Context: an optimization exercise on an open-source flow, tuned for small area, a short achievable clock period and few clock cycles. The choices shown serve that exercise and are no tape-out recipe.
The RTL was checked by simulation tests, not by an equivalence proof against the original design.
No activity file was given, so power comes from the tool's default toggle rates.

`constraint.sdc`:
```
create_clock -name core_clock -period 5.0 [get_ports {CLK}]
set_input_delay 1.0000 -clock core_clock [delete_from_list [all_inputs] [get_ports {CLK}]]
set_output_delay 1.0000 -clock core_clock [all_outputs]
set_load 0.01 [all_outputs]
```
`config.mk`:
```
export PLATFORM = sky130hd
export DESIGN_NAME = JAM
export DESIGN_NICKNAME = JAM
export VERILOG_FILES = /design/flow/design.v
export SDC_FILE = /design/flow/constraint.sdc
export NUM_CORES = 4
export LEC_CHECK = 0
export CAP_MARGIN = 20
export CORE_MARGIN = 2
export CORE_UTILIZATION = 50
export SETUP_SLACK_MARGIN = 2.0
export SLEW_MARGIN = 20
```
`run.sh`:
```
#!/bin/bash
# synth_recipe.tcl (not shown) runs the flow's synth.tcl, then flattens the netlist and writes it again
# the make line also repeats each setting of config.mk as NAME=value (left out here)
make -C /OpenROAD-flow-scripts/flow DESIGN_CONFIG=/design/flow/config.mk WORK_HOME=/design/flow/orfs CLKGATE_MAP_FILE= SYNTH_SCRIPT=/design/flow/synth_recipe.tcl finish
```
`design.v`:
```
module JAM (CLK, RST, W, J, Cost, MatchCount, MinCost, Valid);
input CLK;
input RST;
output reg [2:0] W;
output reg [2:0] J;
input [6:0] Cost;
output reg [3:0] MatchCount;
output reg [9:0] MinCost;
output reg Valid;
localparam ST_SCAN = 3'd0, ST_WAIT = 3'd1, ST_PEND = 3'd2, ST_READ = 3'd3,
           ST_DFS = 3'd4, ST_DONE = 3'd5;
reg [2:0] st;
reg [2:0] row;           
reg [6:0] u  [0:7];      
reg [6:0] nv [0:7];      
reg [7:0] minv [0:7];    
reg [2:0] way [0:7];     
reg [7:0] vw;            
reg [7:0] vwo;           
reg [2:0] p [0:7];       
reg [7:0] matched;
reg [7:0] used;          
reg [7:0] rowin;         
reg [2:0] j0;            
reg j0v;                 
reg [7:0] delta;
reg [2:0] j1;
reg first;
reg upd;                 
reg aug;                 
reg [2:0] ja;
reg [2:0] arow;
reg [7:0] T [0:7];       
reg fresh;               
reg s1v, s1l;
reg [6:0] s1c;
reg [7:0] s1p, s1m;
reg [2:0] s1j;
reg s2v, s2l;
reg [7:0] s2m;
reg [2:0] s2j;
reg rdv;
reg [6:0] rdc;
reg [7:0] rdt;
reg [5:0] rda;
integer k;
function [3:0] next_after;
    input [7:0] m;
    input [2:0] c;
    integer i;
    begin
        next_after = 4'b1000;
        for (i = 7; i >= 0; i = i - 1)
            if (m[i] && i > c) next_after = i;
    end
endfunction
function [3:0] lowest;
    input [7:0] m;
    integer i;
    begin
        lowest = 4'b1000;
        for (i = 7; i >= 0; i = i - 1)
            if (m[i]) lowest = i;
    end
endfunction
wire [3:0] nscan = next_after(~used, J);
wire [7:0] p0 = {1'b0, nv[J]} - {1'b0, u[W]};
wire [7:0] m0 = first ? 8'hff : (upd ? minv[J] - delta : minv[J]);
wire [7:0] cur = {1'b0, s1c} + s1p;
wire lt = cur < s1m;
wire [7:0] mnew = lt ? cur : s1m;
wire lt2 = s2m < delta;
wire [7:0] dfin = lt2 ? s2m : delta;
wire [2:0] j1f = lt2 ? s2j : j1;
wire [7:0] used_j = used | (8'd1 << j1f);
wire [3:0] first_j = lowest(~used_j);
wire [7:0] tgt = {1'b0, u[W]} - {1'b0, nv[J]};
reg [7:0] avail [0:7];
reg [7:0] blk;
reg dead;
reg [7:0] cand;
always @(*) begin
    blk = 8'd0;
    dead = 1'b0;
    for (k = 0; k < 8; k = k + 1) begin
        avail[k] = T[k] & ~used;
        if (k > W) begin
            if (avail[k] == 8'd0) dead = 1'b1;
            if ((avail[k] & (avail[k] - 8'd1)) == 8'd0) blk = blk | avail[k];
        end
    end
    cand = avail[W] & ~blk & (fresh ? 8'hff : ~((8'd2 << way[W]) - 8'd1));
    if (dead) cand = 8'd0;
end
wire [3:0] cfirst = lowest(cand);
wire [2:0] sprev = way[W - 3'd1];
always @(posedge CLK) begin
    if (RST) begin
        st <= ST_SCAN;
        row <= 3'd0;
        W <= 3'd0;
        J <= 3'd0;
        j0v <= 1'b1;
        first <= 1'b1;
        upd <= 1'b0;
        aug <= 1'b0;
        delta <= 8'hff;
        used <= 8'd0;
        rowin <= 8'd1;
        matched <= 8'd0;
        s1v <= 1'b0;
        s2v <= 1'b0;
        rdv <= 1'b0;
        MinCost <= 10'd0;
        MatchCount <= 4'd0;
        Valid <= 1'b0;
        for (k = 0; k < 8; k = k + 1) begin
            u[k] <= 7'd0;
            nv[k] <= 7'd0;
        end
    end else begin
        upd <= 1'b0;
        if (upd) begin
            for (k = 0; k < 8; k = k + 1) begin
                if (used[k] && (k != j1 || st == ST_PEND))
                    nv[k] <= nv[k] + delta[6:0];
                if (!used[k])
                    minv[k] <= minv[k] - delta;
                if (rowin[k] && (k != W || st == ST_PEND))
                    u[k] <= u[k] + delta[6:0];
            end
            MinCost <= MinCost + {3'd0, delta[6:0]};
            delta <= 8'hff;
        end
        if (aug) begin
            matched[ja] <= 1'b1;
            p[ja] <= vwo[ja] ? arow : p[way[ja]];
            ja <= way[ja];
            if (vwo[ja]) aug <= 1'b0;
        end
        s1v <= (st == ST_SCAN);
        s1l <= nscan[3];
        s1c <= Cost;
        s1p <= p0;
        s1m <= m0;
        s1j <= J;
        s2v <= s1v;
        s2l <= s1l;
        s2m <= mnew;
        s2j <= s1j;
        if (s1v) begin
            minv[s1j] <= mnew;
            if (first)
                vw[s1j] <= 1'b1;
            else if (lt) begin
                vw[s1j] <= j0v;
                way[s1j] <= j0;
            end
        end
        if (s2v) begin
            delta <= dfin;
            j1 <= j1f;
        end
        case (st)
        ST_SCAN: begin
            if (nscan[3])
                st <= ST_WAIT;
            else
                J <= nscan[2:0];
        end
        ST_WAIT: begin
            if (s2v && s2l) begin
                first <= 1'b0;
                upd <= 1'b1;
                if (matched[j1f]) begin
                    used <= used_j;
                    rowin[p[j1f]] <= 1'b1;
                    W <= p[j1f];
                    J <= first_j[2:0];
                    j0 <= j1f;
                    j0v <= 1'b0;
                    st <= ST_SCAN;
                end else begin
                    ja <= j1f;
                    arow <= row;
                    vwo <= vw;
                    st <= ST_PEND;
                end
            end
        end
        ST_PEND: begin
            used <= 8'd0;
            first <= 1'b1;
            j0v <= 1'b1;
            J <= 3'd0;
            if (row == 3'd7) begin
                W <= 3'd0;
                st <= ST_READ;
            end else begin
                aug <= 1'b1;
                row <= row + 3'd1;
                W <= row + 3'd1;
                rowin <= 8'd1 << (row + 3'd1);
                st <= ST_SCAN;
            end
        end
        ST_READ: begin
            {W, J} <= {W, J} + 6'd1;
            if ({W, J} == 6'd63) begin
                W <= 3'd0;
                fresh <= 1'b1;
                st <= ST_DFS;
            end
        end
        ST_DFS: begin
            if (!rdv) begin
                if (cand != 8'd0) begin
                    way[W] <= cfirst[2:0];
                    if (W == 3'd6) begin
                        MatchCount <= MatchCount + 4'd1;
                        fresh <= 1'b0;
                    end else begin
                        used <= used | (8'd1 << cfirst[2:0]);
                        W <= W + 3'd1;
                        fresh <= 1'b1;
                    end
                end else if (W == 3'd0) begin
                    st <= ST_DONE;
                end else begin
                    used <= used & ~(8'd1 << sprev);
                    W <= W - 3'd1;
                    fresh <= 1'b0;
                end
            end
        end
        default: begin
            Valid <= 1'b1;
        end
        endcase
        rdv <= (st == ST_READ);
        rdc <= Cost;
        rdt <= tgt;
        rda <= {W, J};
        if (rdv)
            T[rda[5:3]][rda[2:0]] <= ({1'b0, rdc} == rdt);
    end
end
endmodule
```
==> run summary, run 1 <==
area leader, netlist edfxtp_1; Post-synth EDFFs 254; first-pass GRT wire length 160000 microns; Slew Viols, Final 0; die area 62300 sq um; CTS sink count 441; H-tree depth 2; RSZ-0062 raised after global routing true; Layout Area Growth over Synthesis 23.1%; Initial Util 0.502; Synth Net Count 3410; Lkg Pwr 14.4 nW; utilization after layout 0.618; YS warnings 4; setup TNS 0 ns; Synth Instances 3141; largest net degree at the start of global routing 100; First-pass DRT Iterations 8; area share of fa/ha/maj cells after synthesis 0.116; total wire length 107000 microns; WL/cell 25.5 microns; Hold Violations, Final 0; CTS max path bufs 3; CTS root buffer clkbuf_16; Synth area leaders edfxtp_1 (25%), dfxtp_1 (12%), ha_1 (9.6%); status timing/DRC/antenna clean; initial antenna violation count 0; Fin Clk Skew 0.0301 ns; crit share post-route 0.885; Synth Area per Inst 9.60 sq um; number of max-cap violations 0; area share of the largest cell type after synthesis 0.253; # IOs 30; Num CTS Buffers 52; core area 60000 sq um; Comb pwr share 0.560; fin cells 4186; post-DP HPWL 77400 microns; combinational family with the most area after synthesis compound AO/OA/AOI/OAI gates; total track usage 0.335; gpl congestion 0.948; GRT Residual Overflow 0; count of cell types in the netlist 98; Compound-Gate Fraction of Synth Area 0.171; mux contribution to synthesized area 0.0839; post-synthesis xor/xnor area fraction 0.0529; net switching power 8.43 mW; Seq cells post-synth 441; clock-pin slew on the worst setup and hold paths 0.07 ns; antenna viol nets, final 0; Final min period 4.42 ns; Final setup viols 0; DR DRC count 0; Pint 11.7 mW; Final Net Count 3630; Reg power frac 0.246; worst hold-check path type flop to flop; vias in the first global route 25900; Row Count 90; CP arrival 4.81 ns; Slew headroom 0.126; n_diodes 0; total power 20.1 mW; dpl cells 3925; layout cells sized above 1 0.223; Switching Fraction 0.419; leading cell type in the layout, fill and taps excluded nor2_1; clock network power share 0.195; DR vias/cell 6.30; Clock Latency Late Sink 0.64 ns; Post-Synth Simple-Gate Area 0.164; PwrDens 541 nW/um^2; commonest non-fill, non-tap cells in the layout nor2_1 (333), edfxtp_1 (254), ha_1 (206); Critical Path RT 5.39 ns; Port Buffers 29; CP Capture Type flop; Fmax 226 MHz; reg2reg setup slack 0.58 ns; Chip Height 250 microns; vias 26400; Max VDD drop 366 uV; sequential area share after synthesis 0.377; crit-path max FO 6; ys async rst share 0; Startpoint Class flop; DRT iter0 DRCs 2778; Worst-Margin Slew 1.31 ns; hold slack 0.424 ns; Crit Path Category flop to flop; Chip Width 250 microns; CTS tree built; synthesized area 30100 sq um; Top FF cell, synth edfxtp_1
-- cells in the mapped netlist (46+ instances only) --
master    count
dfxtp_1     187
nand2b_1     96
a21oi_1     179
nor2b_1     103
nor3_1       61
nand3_1      46
nand2_1     204
edfxtp_1    254
xnor2_1     108
xor2_1       74
nor2_1      346
ha_1        231
a21o_1      108
o21ai_0     164
clkbuf_1    107
inv_1       133
mux2i_1     123
-- area by class of cell --
cell class | instances | area (sq um)
Clock buffer | 70 | 1460
Clock inverter | 27 | 262
Fill cell | 4983 | 22900
Inverter | 137 | 556
Multi-Input combinational cell | 2436 | 19700
Sequential cell | 441 | 11400
Tap cell | 782 | 978
Timing Repair Buffer | 293 | 2790
-- cell families after synthesis --
group | Yosys count
compound gates | 774
xor+xnor | 182
fa+ha+maj | 263
buf+inv | 271
flops | 441
mux | 203
simple gates | 1007
-- per-stage QoR --
step	instance area (sq um)	worst slack [ns]
finish	37100	0.577
global placement	32200	0.238
detailed placement	32200	0.121
global route	37100	0.500
CTS	36000	0.627
floorplan	30700	0.464
-- path summary, 6_finish.rpt --
| path | from | cells after the start | endpoint |
|---|---|---|---|
| min reg2reg | s1l | 0 | s2l |
| max reg2reg | W[0] | 17 | way[1][1] |
| max | W[0] | 17 | way[1][1] |
| min | s1l | 0 | s2l |
-- registers in the layout (all words and copies together) (netlist names), 4 cells and up, named ones only --
signal and flops:
MinCost 10, s1p 7, p 24, used 8
MatchCount 4, matched 8, minv 64, delta 8
nv 56, T 64, vwo 8, rowin 8
rda 4, u 56, rdt 8, s1m 8
vw 8, rdc 7, s2m 8, way 24
-- critical path: stages, from the launching register on --
cell      delay, ns
dfxtp_4        0.38
ha_4           0.17
ha_4           0.16
a211o_1        0.28
buf_4          0.15
a211oi_4       0.22
buf_6          0.14
buf_4          0.14
nand2_1        0.07
nand4_1        0.18
nand4b_1       0.12
a2111o_1       0.50
nor2_1         0.17
or2_4          0.20
nor2_4         0.05
or4_4          0.54
or3_4          0.39
mux2_4         0.31
-- layer usage --
layer | GRT usage | share of wire
met1 | 0.458 | 0.43
met2 | 0.546 | 0.46
met3 | 0.0436 | 0.068
met4 | 0.123 | 0.043
met5 | 0 | 0
-- what timing repair did --
action,in CTS,in global routing
endpoints found under the setup margin,236,222
resized for setup,258,166
hold buffers,0,0
cloned,8,2
setup buffers,110,42
pin swaps,71,94
-- power by group through the flow --
stage | clock network, mW | logic (mW) | registers (mW)
2_1_floorplan | 0 | 5.98 | 4.73
3_3_place_gp | 0 | 8.27 | 4.97
3_5_place_dp | 0 | 8.37 | 4.98
4_1_cts | 3.94 | 10.0 | 4.92
5_1_grt | 4.09 | 11.9 | 4.96
6_report | 3.91 | 11.2 | 4.93
Testbench counts, summed over its fixed seeds: cycles 4,045.
==> run 2: changes to the inputs <==
--- a/config.mk
+++ b/config.mk
@@ -6,7 +6,8 @@
 export NUM_CORES = 4
 export LEC_CHECK = 0
+export ABC_CLOCK_PERIOD_IN_PS = 2500
 export CAP_MARGIN = 20
 export CORE_MARGIN = 2
 export CORE_UTILIZATION = 50
-export SETUP_SLACK_MARGIN = 2.0
+export SETUP_SLACK_MARGIN = 2.5
 export SLEW_MARGIN = 20
==> run summary, run 2 <==
top-count cell post-synth nor2_1; Placed Area 32300 sq um (+0.38%); antenna viol nets, final 0 (unchanged); gpl congestion 0.950 (+0.25%); n_diodes 0 (unchanged); core area 60000 sq um (unchanged); Compound-Gate Fraction of Synth Area 0.171 (unchanged); Slew headroom 0.184 (+0.0579); Synth Instances 3141 (unchanged); worst path cell trace mux4_2 > mux2i_4 > and2_4 > nand2_4 > ha_4 > nor2b_4 > inv_2 > o21bai_4 > a311o_1 > and4bb_1 > o2111ai_4 > a21oi_4 > or4b_4 > nor2_4 > or4_4 > buf_6 > nor3_4 > mux2_4; Clock Latency Late Sink 0.64 ns (about the same); combinational family with the most area after synthesis compound AO/OA/AOI/OAI gates; CP arrival 4.82 ns (about the same); CTS root buffer clkbuf_16; CP Capture Type flop; leading cell type in the layout, fill and taps excluded nor2_1; Fin Clk Skew 0.0468 ns (+0.0167 ns); Chip Height 250 microns (unchanged); Critical Path RT 5.36 ns (-0.03 ns); post-route cell area 37900 sq um (+2.2%); Synth Area per Inst 9.60 sq um (unchanged); Fmax 224 MHz (-0.87%); Num CTS Buffers 51 (-1.9%); H-tree depth 2 (unchanged); synthesized area 30100 sq um (unchanged); post-synthesis xor/xnor area fraction 0.0529 (unchanged); vias 26700 (+1.4%); DRT iter0 DRCs 2541 (-8.5%); crit share post-route 0.892 (+0.00773); Synth Net Count 3410 (unchanged); slowest CP cell mux4_2; Crit Path Category flop to flop; Port Buffers 29 (unchanged); Initial Util 0.502 (unchanged); Slew Viols, Final 0 (unchanged); crit-path max FO 4 (-2); CTS max path bufs 3 (unchanged); total wire length 111000 microns (+3.5%); Worst-Margin Slew 1.22 ns (-0.0866 ns); CTS sink count 441 (unchanged); number of max-cap violations 0 (unchanged); post-DP HPWL 78800 microns (+1.7%); DR DRC count 0 (unchanged); Final setup viols 0 (unchanged); Hold Violations, Final 0 (unchanged); Top FF cell, synth edfxtp_1; PwrDens 547 nW/um^2 (+1.0%); Chip Width 250 microns (unchanged); hold_buf cts 0 (unchanged); commonest non-fill, non-tap cells in the layout nor2_1 (327), edfxtp_1 (254), buf_4 (213); first-pass GRT wire length 163000 microns (+1.8%); WL/cell 26.2 microns (+2.4%); RSZ-0062 raised after global routing true; area share of the largest cell type after synthesis 0.253 (unchanged); worst hold-check path type flop to flop; Post-Synth Simple-Gate Area 0.164 (unchanged); Synth area leaders edfxtp_1 (25%), dfxtp_1 (12%), ha_1 (9.6%); Lkg Pwr 14.8 nW (+2.9%); Final min period 4.46 ns (+0.0386 ns); Post-synth top cells nor2_1 (346), edfxtp_1 (254), ha_1 (231); area leader, netlist edfxtp_1; YS warnings 4 (unchanged); GRT Residual Overflow 0 (unchanged); First-pass DRT Iterations 7 (-1); count of cell types in the netlist 98 (unchanged); # IOs 30 (unchanged); clock-pin slew on the worst setup and hold paths 0.06 ns (about the same); sequential area share after synthesis 0.377 (unchanged); Final Net Count 3676 (+1.3%); die area 62300 sq um (unchanged); setup TNS 0 ns (unchanged); Post-synth EDFFs 254 (unchanged); layout cells sized above 1 0.257 (+0.0340); crit-path max cell delay 0.51 ns (-0.03 ns); Seq cells post-synth 441 (unchanged); Max VDD drop 375 uV (+2.5%); area share of fa/ha/maj cells after synthesis 0.116 (unchanged); Layout Area Growth over Synthesis 25.9%; largest net degree at the start of global routing 81 (-19%); initial antenna violation count 4 (+4); Startpoint Class flop; Row Count 90 (unchanged); total track usage 0.344 (+0.00848); DR vias/cell 6.32 (+0.31%); vias in the first global route 26500 (+2.4%); mux contribution to synthesized area 0.0839 (unchanged); status timing/DRC/antenna clean; ys async rst share 0 (unchanged); CTS tree built
==> run 2: where the power goes <==
group	internal [mW]	total, mW	switching (mW)	leakage [nW]
Clock	2.33	3.98	1.65	0.865
Combinational	5.27	11.9	6.61	10.1
Sequential	4.46	4.90	0.434	3.79
Total	12.1	20.7	8.68	14.8
==> run 2: per-stage QoR <==
stage	worst slack (ns)	instances	util	total power [mW]	hold WS [ns]
after floorplan	0.464	3141	-	10.7	0.400
after global placement	0.0974	3940	0.538	13.3	0.436
after detailed placement	0.0525	3941	0.538	13.4	0.445
after CTS	0.554	4162	0.608	19.6	0.450
after global routing	0.430	4230	0.632	21.6	0.458
final	0.539	4230	0.632	20.7	0.458
==> run 2: final timing paths <==
check | start | to | slack (ns) | cells past startpoint
setup / recovery | way[7][1] | way[3][1] | 0.54 | 18
hold / removal | s1l | s2l | 0.46 | 0
setup reg to reg | way[7][1] | way[3][1] | 0.54 | 18
hold reg to reg | s1l | s2l | 0.46 | 0
==> run 2: critical path, delay by kind of cell, from the launching register on <==
kind | cells | cell delay (ns)
and+or+nand+nor | 8 | 1.65
muxes | 3 | 1.05
AOI/OAI and AO/OA | 4 | 0.69
DFF | 1 | 0.42
buffers and inverters | 2 | 0.23
adders and majority gates | 1 | 0.16
==> run 2: metal layers <==
metal,GRT usage,vias to the layer above,part of all wire
met4,0.131,2,0.043
met1,0.460,13200,0.42
met3,0.0502,274,0.079
met2,0.564,1178,0.46
met5,0,-,0.00012
li1,-,12100,-
==> run 2: cell type report <==
cell class | count | area, sq um
clock inverter | 29 | 360
inverter | 137 | 552
multi-input combinational | 2434 | 20000
timing repair buffer | 342 | 3250
fill | 4828 | 22100
sequential | 441 | 11400
tap | 782 | 978
clock buffer | 65 | 1390
==> run 2: timing repair <==
action / in CTS / in global routing
setup endpoints to repair: 354 / 295
buffers inserted: 114 / 64
pin swaps: 105 / 119
cloned: 13 / 4
gates resized for setup: 396 / 216
==> run 2: logic make-up (layout without fill, tap and decap cells) <==
family	after synthesis	in the layout
buf+inv	271	573
xor+xnor	182	182
flops	441	441
fa+ha+maj	263	263
mux	203	207
simple gates	1007	1007
compound gates	774	775
==> run 3: changes to the inputs <==
--- a/config.mk
+++ b/config.mk
@@ -6,8 +6,6 @@
 export NUM_CORES = 4
 export LEC_CHECK = 0
-export ABC_CLOCK_PERIOD_IN_PS = 2500
 export CAP_MARGIN = 20
 export CORE_MARGIN = 2
-export CORE_UTILIZATION = 50
-export SETUP_SLACK_MARGIN = 2.5
+export CORE_UTILIZATION = 40
 export SLEW_MARGIN = 20
==> run summary, run 3 <==
Initial Util 0.404 (-0.0980); die area 77600 sq um (+25%); Chip Height 279 microns (+12%); Row Count 100 (+11%); Max VDD drop 311 uV (-17%); CTS sink count 441 (unchanged); number of max-cap violations 0 (unchanged); total track usage 0.243 (-0.101); Post-synth EDFFs 254 (unchanged); vias 24700 (-7.6%); reg2reg setup slack 0.20 ns (-0.34 ns); DR DRC count 0 (unchanged); commonest non-fill, non-tap cells in the layout nor2_1 (345), edfxtp_1 (254), ha_1 (231); Reg area 11400 sq um (-0.43%); sequential area share after synthesis 0.377 (unchanged); CP Capture Type flop; post-DP HPWL 71400 microns (-9.4%); post-CTS setup repair buffer count 0 (-100%); initial antenna violation count 2 (-2); vias in the first global route 23700 (-10%); reg-to-reg endpoint used[7]; # IOs 30 (unchanged); antenna viol nets, final 0 (unchanged); Synth Instances 3141 (unchanged); leading cell type in the layout, fill and taps excluded nor2_1; Final Net Count 3476 (-5.4%); hold path start s1l; Fin Clk Skew 0.0613 ns (+0.0145 ns); CTS max path bufs 3 (unchanged); ys async rst share 0 (unchanged); gpl congestion 1.02 (+7.3%); Slew headroom 0.224 (+0.0400); total wire length 95500 microns (-14%); YS warnings 4 (unchanged); Worst R2R Start delta[4]; clock-pin slew on the worst setup and hold paths 0.06 ns (about the same); Num CTS Buffers 52 (+2.0%); setup TNS 0 ns (unchanged); fin cells 4219 (-0.26%); CTS tree built; worst hold-check path type flop to flop; layout cells sized above 1 0.105 (-0.152); Chip Width 279 microns (+12%); DR vias/cell 5.86 (-7.4%); Startpoint Class flop; hold path cells 0 (unchanged); Hold Violations, Final 0 (unchanged); status timing/DRC/antenna clean; first-pass GRT wire length 145000 microns (-11%); n_diodes 0 (unchanged); Critical Path RT 5.46 ns (+0.10 ns); PwrDens 505 nW/um^2 (-7.6%); core area 74600 sq um (+24%); Clock Latency Late Sink 0.63 ns (about the same); Post-synth top cells nor2_1 (346), edfxtp_1 (254), ha_1 (231); First-pass DRT Iterations 8 (+1); top-count cell post-synth nor2_1; GRT Residual Overflow 0 (unchanged); Final setup viols 0 (unchanged); hold_buf cts 0 (unchanged); area leader, netlist edfxtp_1; Layout Area Growth over Synthesis 12.5%; Placed Area 32100 sq um (-0.67%); CTS root buffer clkbuf_16; Seq cells post-synth 441 (unchanged); count of cell types in the netlist 98 (unchanged); dpl cells 4122 (+4.6%); filler instances 7203 (+49%); area share of the largest cell type after synthesis 0.253 (unchanged); post-route cell area 33900 sq um (-11%); H-tree depth 2 (unchanged); largest net degree at the start of global routing 76 (-6.2%); CP arrival 5.26 ns (+0.44 ns); DRT iter0 DRCs 2467 (-2.9%); Worst-Margin Slew 1.16 ns (-0.0555 ns); Synth area leaders edfxtp_1 (25%), dfxtp_1 (12%), ha_1 (9.6%); Lkg Pwr 13.1 nW (-11%); crit-path max FO 15 (+11); Final min period 4.80 ns (+0.341 ns); WL/cell 22.6 microns (-13%); Port Buffers 29 (unchanged); Post-CTS Resized 0 (-100%); Top FF cell, synth edfxtp_1; crit share post-route 0.960 (+0.0682); multi-input logic area 17800 sq um (-11%); synthesized area 30100 sq um (unchanged); Crit Path Category flop to flop; Slew Viols, Final 0 (unchanged); r2r worst-path depth 13 (-5); Synth Area per Inst 9.60 sq um (unchanged); RSZ-0062 raised after global routing false; Fmax 208 MHz (-7.1%); Synth Net Count 3410 (unchanged); Worst Hold Endpoint s2l
## run 3: cell count changes in the layout (fill, tap and decap cells not counted), moves of 23 or more
cell     change
buf_4       -97
o21ai_0     +91
buf_6       -72
a21oi_1     +66
o21ai_1     -58
a21oi_2     -54
ha_1        +34
nand2_1     +27
ha_4        -23
o21ai_2     -23
## run 3: cell families after synthesis
family	after synthesis	share of synthesized area
fa+ha+maj	263	0.116
xor+xnor	182	0.0529
flops	441	0.377
mux	203	0.0839
compound gates	774	0.171
simple gates	1007	0.164
buf+inv	271	0.0347
## run 3: layout make-up
type                       count  share of cell area
clock buffer                  61              0.0415
clock inverter                36              0.0112
inverter                     137              0.0153
multi-input combinational   2429               0.526
sequential                   441               0.336
tap                          969              0.0358
timing repair buffer         146              0.0349
## run 3: critical path: stages, from the launching register on
cell,delay [ns]
dfxtp_1,0.33
inv_1,0.21
ha_1,0.28
a211o_1,0.29
or2_2,0.33
a31o_2,0.24
a21oi_1,0.45
nor2_1,0.35
a2111oi_0,0.55
a22oi_1,0.24
a21oi_1,0.48
nor3_1,0.11
a31o_2,0.37
a221oi_1,0.38
## run 3: metrics by stage
step                      power (mW)  setup slack (ns)  utilization  hold WS [ns]
final                           17.1             0.198        0.455         0.421
after global routing            18.1            0.0494        0.455         0.433
after CTS                       17.0            0.0134        0.454         0.419
after detailed placement        13.0            0.0466        0.430         0.405
after global placement          13.0             0.104        0.430         0.405
after floorplan                 10.3            0.0149            -         0.400
## run 3: where the power goes
part | internal (mW) | switching (mW) | total (mW)
logic | 3.24 | 5.01 | 8.24
registers | 4.44 | 0.436 | 4.88
clock network | 2.33 | 1.67 | 4.00
total | 10.0 | 7.11 | 17.1
## run 3: worst max-delay path by stage
stage,slack (ns),from,cells past startpoint,to
finish,0.20,delta[4],13,used[7]
global route,0.05,delta[3],14,rowin[0]
CTS,0.01,flop,18,way[6][0]
detailed placement,0.05,flop,18,way[6][2]
global placement,0.10,flop,18,way[6][2]
floorplan,0.01,W[0],19,way[1][0]
## run 3: routing by layer
layer | wire [microns] | up-vias | global-route usage | part of all wire
met1 | 43800 | 12000 | 0.347 | 0.46
met2 | 42300 | 890 | 0.379 | 0.44
met5 | 0 | - | 0 | 0
met3 | 6390 | 173 | 0.0337 | 0.067
li1 | - | 11600 | - | -
met4 | 3000 | 0 | 0.0746 | 0.031

## what the ideal ports hide
The results above use ideal ports. As a check the final layouts listed here were re-extracted and re-timed, cells and wires unchanged.
Step 1: set_driving_cell puts a clkbuf_16 on CLK and a buf_2 on each other input, an assumption about the parent block.
Step 2 times the ports against the registers' clock, not the clock port: input delays grow and output delays shrink by t, the midpoint of the rising clock arrivals with the driver on.
a / b / c = ideal / step 1 / step 2; a / b = the first two.
run	shift t [ns]	setup WS [ns]	latest minus earliest clock arrival (ns)	worst slew at a driven data input, ns	cell pins on the clock port's net
run 1	0.688	0.577 / 0.577 / 0.577	0.030 / 0.030	0.04	1
run 2	0.674	0.539 / 0.539 / 0.539	0.047 / 0.047	0.04	1
run 3	0.669	0.198 / 0.198 / 0.198	0.062 / 0.062	0.05	1
After both steps setup and hold are still met in every run listed.
